This design comes from an exercise in tuning for small area on the open sky130 flow, not from production work.
Where RTL was checked, it was by simulation tests only, not by an equivalence proof against the original.
No activity file was given, so power comes from the tool's default toggle rates.

==> run E <==
// FSK_DFT2
module FSK_DFT2 (input clk,
                 input rst,
                 input [11:0] X,
                 input ce,
                 input st,
                 input ce_bit,
                 output wire [10:0] F1_AMP,
                 output wire [10:0] F2_AMP);
  reg [10:0] xm;       
  reg        xs;       
  reg        rs;       
  reg        cb;       
  reg        fresh;    
  reg        z;        
  reg        busy;
  reg [2:0]  stp;      
  reg [4:0]  kr;       
  reg [1:0]  kq;
  wire [11:0] xabs;
  MULT18x12 #(11) XA (.a(X[10:0] ^ {11{X[11]}}), .b(11'd0), .ci(X[11]), .s(xabs));
  wire last = busy & (stp == 3'd7);
  always @(posedge clk) begin
    if (rst) begin
      busy <= 1'b0; stp <= 3'd0; kr <= 5'd0; kq <= 2'd0; fresh <= 1'b1;
    end else begin
      if (ce) begin
        busy <= 1'b1; stp <= 3'd0; fresh <= 1'b0;
      end else begin
        if (last) busy <= 1'b0;
        stp <= stp + 3'd1;
      end
      if (last) begin
        if (cb) begin kr <= 5'd0; kq <= 2'd0; end
        else if (kr == 5'd24) begin kr <= 5'd0; kq <= kq + 2'd1; end
        else kr <= kr + 5'd1;
      end
    end
    if (ce) begin
      xm <= xabs[10:0];
      xs <= X[11];
      rs <= st | ce_bit | fresh;
      cb <= ce_bit;
      z  <= fresh;
    end
  end
  wire       hi   = stp[0];
  wire       hsel = stp[2];      
  wire       sn   = stp[1];      
  wire [5:0] r2x  = {kr, 1'b0};
  wire       r2o  = (r2x >= 6'd25);
  wire [4:0] r    = hsel ? (r2o ? r2x - 6'd25 : r2x) : kr;
  wire [1:0] qd   = hsel ? {kq[0], r2o} : kq;
  wire       mir  = qd[0] ^ sn;
  wire [4:0] m    = mir ? 5'd25 - r : r;
  wire       neg  = sn ? qd[1] : (qd[1] ^ qd[0]);
  wire [16:0] q;
  ROM_18x100_Wre TAB (.m(m), .q(q));
  reg  [10:0] lc;
  wire        s    = xs ^ neg;
  ...
Settings: LEC_CHECK=0, CAP_MARGIN=20, CORE_MARGIN=2, CORE_UTILIZATION=40, SLEW_MARGIN=20; clock period 20.0 ns.
run.sh (not shown) runs the stock make flow with config.mk's settings and CLKGATE_MAP_FILE= SYNTH_SCRIPT=/design/flow/synth_recipe.tcl, a recipe that flattens the netlist after the stock synthesis.
==> inputs of run F, as changes to run E <==
==> flow/design.v (replaced) <==
module MULT18x12 #(parameter W = 8)
  (input [W-1:0] a, input [W-1:0] b, input ci, output [W:0] s);
  wire [W:0] c;
  assign c[0] = ci;
  genvar i;
  generate for (i = 0; i < W; i = i + 1) begin : fa
    assign s[i]   = a[i] ^ b[i] ^ c[i];
    assign c[i+1] = (a[i] & b[i]) | (c[i] & (a[i] ^ b[i]));
  end endgenerate
  assign s[W] = c[W];
endmodule
module ROM_18x100_Wre (input [4:0] m, output reg [15:0] q);
  always @* begin
    case (m)
      5'd0:  q = 16'd65280; 5'd1:  q = 16'd65406; 5'd2:  q = 16'd65019;
      5'd3:  q = 16'd64375; 5'd4:  q = 16'd63477; 5'd5:  q = 16'd62328;
      5'd6:  q = 16'd60933; 5'd7:  q = 16'd59298; 5'd8:  q = 16'd57429;
      5'd9:  q = 16'd55333; 5'd10: q = 16'd53019; 5'd11: q = 16'd50496;
      5'd12: q = 16'd47773; 5'd13: q = 16'd44862; 5'd14: q = 16'd41774;
      5'd15: q = 16'd38521; 5'd16: q = 16'd35115; 5'd17: q = 16'd31572;
      5'd18: q = 16'd27903; 5'd19: q = 16'd24125; 5'd20: q = 16'd20251;
      5'd21: q = 16'd16298; 5'd22: q = 16'd12280; 5'd23: q = 16'd8213;
      5'd24: q = 16'd4115;
      default: q = 16'd0;
    endcase
  end
endmodule
module FSK_DFT2 (input clk,
                 input rst,
                 input [11:0] X,
                 input ce,
                 input st,
                 input ce_bit,
                 output wire [10:0] F1_AMP,
                 output wire [10:0] F2_AMP);
  reg [10:0] xm;       
  reg        xs;       
  reg        rs;       
  reg        cb;       
  reg        fresh;    
  reg        z;        
  reg        busy;
  reg [2:0]  stp;      
  reg [4:0]  kr;       
  reg [1:0]  kq;
  wire [11:0] xabs;
  MULT18x12 #(11) XA (.a(X[10:0] ^ {11{X[11]}}), .b(11'd0), .ci(X[11]), .s(xabs));
  wire last = busy & (stp == 3'd7);
  always @(posedge clk) begin
    if (rst) begin
      busy <= 1'b0; stp <= 3'd0; kr <= 5'd0; kq <= 2'd0; fresh <= 1'b1;
    end else begin
      if (ce) begin
        busy <= 1'b1; stp <= 3'd0; fresh <= 1'b0;
      end else begin
        if (last) busy <= 1'b0;
        stp <= stp + 3'd1;
      end
      if (last) begin
        if (cb) begin kr <= 5'd0; kq <= 2'd0; end
        else if (kr == 5'd24) begin kr <= 5'd0; kq <= kq + 2'd1; end
        else kr <= kr + 5'd1;
      end
    end
    if (ce) begin
      xm <= xabs[10:0];
      xs <= X[11];
      rs <= st | ce_bit | fresh;
      cb <= ce_bit;
      z  <= fresh;
    end
  end
  wire       hi   = stp[0];
  wire       hsel = stp[2];      
  wire       sn   = stp[1];      
  wire [5:0] r2x  = {kr, 1'b0};
  wire       r2o  = (r2x >= 6'd25);
  wire [4:0] r    = hsel ? (r2o ? r2x - 6'd25 : r2x) : kr;
  wire [1:0] qd   = hsel ? {kq[0], r2o} : kq;
  wire       mir  = qd[0] ^ sn;
  wire [4:0] m    = mir ? 5'd25 - r : r;
  wire       neg  = sn ? qd[1] : (qd[1] ^ qd[0]);
  wire       big  = (m == 5'd0);   
  wire [15:0] q;
  ROM_18x100_Wre TAB (.m(m), .q(q));
  reg  [10:0] lc;
  wire        s    = xs ^ neg;
  wire [7:0]  qsel = hi ? q[15:8] : q[7:0];
  wire [10:0] l0   = hi ? (lc | (xm & {11{big}})) : 11'd0;
  wire [19:0] acc [0:7];
  wire [11:0] r0;
  MULT18x12 #(11) M0 (.a(l0), .b(xm & {11{qsel[0]}}), .ci(s), .s(r0));
  assign acc[0] = {8'd0, r0};
  genvar gi;
  generate for (gi = 1; gi <= 7; gi = gi + 1) begin : mrow
    wire [11:0] rr;
    MULT18x12 #(11) MR (.a(acc[gi-1][gi+10:gi]), .b(xm & {11{qsel[gi]}}),
                        .ci(s), .s(rr));
    assign acc[gi] = {{(8-gi){1'b0}}, rr, acc[gi-1][gi-1:0]};
  end endgenerate
  wire [10:0] c = acc[7][18:8];
  always @(posedge clk) lc <= c;
  reg [18:0] y0, y1, y2, y3;
  wire [18:0] yin = y0 & {19{~rs}};
  wire [19:0] ysum;
  MULT18x12 #(19) YA (.a(yin), .b({{8{s}}, c ^ {11{s}}}), .ci(s), .s(ysum));
  wire rot = busy & hi;
  always @(posedge clk) begin
    if (rot) begin
      y0 <= y1; y1 <= y2; y2 <= y3; y3 <= ysum[18:0];
    end
  end
  wire [18:0] yc = y0 & {19{~z}};
  wire [18:0] yabs;
  MULT18x12 #(18) YB (.a(yc[17:0] ^ {18{yc[18]}}), .b(18'd0), .ci(yc[18]), .s(yabs));
  wire [17:0] ya = yabs[17:0];
  wire cap  = rot & cb;
  wire cap3 = cap & stp[2] & stp[1];
  reg [7:0] mc;                  
  wire mh = mc[7];
  wire [6:0] u = mc[6:0];
  wire run = (mc != 8'd255);
  wire sq  = run & (u < 7'd18);                       
  wire sr  = run & (u >= 7'd32) & (u < 7'd50);        
  wire sc  = run & (u >= 7'd64) & (u < 7'd73);        
  wire sw  = run & ((u == 7'd73) | ((u == 7'd74) & ~mh));
  wire sh  = cap | sw;           
  reg [19:0] WA;
  reg [17:0] WB, ZA, ZB;
  reg [35:0] P;
  reg [17:0] mask;               
  integer mi;
  always @* for (mi = 0; mi < 18; mi = mi + 1) mask[mi] = (u[4:0] > mi);
  wire [3:0] si = u[3:0];
  wire qh = WB[5'd17 - {si, 1'b0}];
  wire ql = WB[5'd16 - {si, 1'b0}];
  wire ab = WA[17] & sq, bb = WB[17] & sq;
  wire [19:0] ta = {WA[17:0] & mask & {18{ab}}, 1'b0, ab} | ((sc & qh) ? 20'd2620 : 20'd0);
  wire [19:0] tb = {WB & mask & {18{bb}}, 1'b0, bb}      | ((sc & ql) ? 20'd1310 : 20'd0);
  wire [20:0] s1;
  MULT18x12 #(20) SQ1 (.a({P[17:0], 2'b00}), .b(ta), .ci(1'b0), .s(s1));
  wire [20:0] s2;
  MULT18x12 #(20) SQ2 (.a(s1[19:0]), .b(tb), .ci(1'b0), .s(s2));
  wire [16:0] s3;
  MULT18x12 #(16) SQ3 (.a(P[33:18]), .b({15'd0, s1[20]}), .ci(s2[20]), .s(s3));
  wire [35:0] Pn = {s3[15:0], s2[19:0]};
  wire [1:0]  t  = P[35:34];
  wire        bi = (t == 2'd0);                   
  wire [20:0] d;                                  
  MULT18x12 #(20) SR (.a(WA), .b(~{2'b00, WB & mask}), .ci(~bi), .s(d));
  wire        qb = d[20];                         
  wire [19:0] Rn = qb ? {d[17:0], t - 2'd1} : {WA[17:0], t};
  always @(posedge clk) begin
    if (rst) mc <= 8'd255;
    else if (cap3) mc <= 8'd0;
    else if (sq & (u == 7'd17)) mc <= {mh, 7'd32};    
    else if (run) mc <= mc + 8'd1;
    P <= Pn;
    if (rst) begin
      WB[10:0] <= 11'd0; ZB[10:0] <= 11'd0;
    end else if (sh) begin
      WA <= {2'b00, WB}; WB <= ZA; ZA <= ZB;
      ZB <= cap ? ya : {7'd0, P[26:16]};
    end else if (sq) begin
      WA <= (u == 7'd17) ? 20'd0 : {2'b00, WA[16:0], WA[17]};
      WB <= {WB[16:0], WB[17]};
    end else if (sr) begin
      WA <= Rn;
      WB <= {WB[16:0], qb};
    end
  end
  assign F1_AMP = WB[10:0];
  assign F2_AMP = ZB[10:0];
endmodule
==> flow/config.mk (replaced) <==
export PLATFORM = sky130hd
export DESIGN_NAME = FSK_DFT2
export DESIGN_NICKNAME = FSK_DFT2
export VERILOG_FILES = /design/flow/design.v
export SDC_FILE = /design/flow/constraint.sdc
export NUM_CORES = 4
export LEC_CHECK = 0
export ABC_AREA = 1
export CAP_MARGIN = 20
export CORE_MARGIN = 2
export CORE_UTILIZATION = 40
export CTS_BUF_LIST = sky130_fd_sc_hd__clkbuf_4 sky130_fd_sc_hd__clkbuf_8
export SLEW_MARGIN = 20
==> inputs of run C, as changes to run E <==
==> flow/config.mk (replaced) <==
export PLATFORM = sky130hd
export DESIGN_NAME = FSK_DFT2
export DESIGN_NICKNAME = FSK_DFT2
export VERILOG_FILES = /design/flow/design.v
export SDC_FILE = /design/flow/constraint.sdc
export NUM_CORES = 4
export LEC_CHECK = 0
export ABC_AREA = 1
export CAP_MARGIN = 20
export CORE_MARGIN = 2
export CORE_UTILIZATION = 40
export CTS_BUF_LIST = sky130_fd_sc_hd__clkbuf_8
export CTS_CLUSTER_SIZE = 30
export SLEW_MARGIN = 20
==> summary of the runs <==
- Of run C and run F, run F has the higher core utilization (gap 0.67 points).
- Synthesized cell count: run E < run F < run C.
- Between run C and run E, the lower critical path depth is in run E (gap 6).
- Between run C and run E, the lower non-clock buffer count is in run C (gap 20).
- Register-to-register slack: run E < run F < run C.
- Cell count: run E is smaller than run F (about 4.3%).
==> figures <==
quantity	run E	run C	run F
CP required	20280 ps	20320 ps	20320 ps
Non-clock buffering overhead	0.0341	0.0268	0.0277
Reg power frac	0.358	0.319	0.244
Grt met2 use	0.301	0.308	0.315
Max stage delay on crit path	600 ps	550 ps	590 ps
Highest net fanout along the worst path	14	11	13
Run status	timing/DRC/antenna clean	timing/DRC/antenna clean	timing/DRC/antenna clean
Proportion of cell area occupied by multi-input gates	0.510	0.490	0.470
Die height	207 µm	204 µm	200 µm
Number of iterations in the first detailed-routing pass	6	5	6
Footprint of the flip-flops and latches	6060 µm²	6060 µm²	6080 µm²
Peak VDD IR	0.0000715 V	0.0000820 V	0.000240 V
H-tree level count	1	2	2
Function not checked in run F: the RTL went through the layout flow alone.

==> port drivers added, routing unchanged <==
No port has a modelled driver above. Below, the same layouts with a new extraction and two added sets of constraints.
Step 1 assumes that a clkbuf_16 drives the clock port and a buf_2 every other input.
Step 2 also shifts input and output timing later by t, the mid clock arrival at the registers, as if the neighbouring blocks saw the same clock.
a / b / c = no drivers / after step 1 / after step 2; a / b = the first two.
| run | shift t [ns] | setup slack, ns | worst setup path after step 2 | worst data-port slew with drivers (ns) | cell pins on the clock port's net |
|---|---|---|---|---|---|
| run E | 0.595 | 0.869 / 0.869 / 0.869 | register to register | 0.05 | 1 |
| run F | 0.641 | 1.277 / 1.277 / 1.277 | register to register | 0.04 | 1 |
| run C | 0.626 | 1.372 / 1.372 / 1.372 | register to register | 0.03 | 1 |
After both steps every run listed still meets setup and hold.
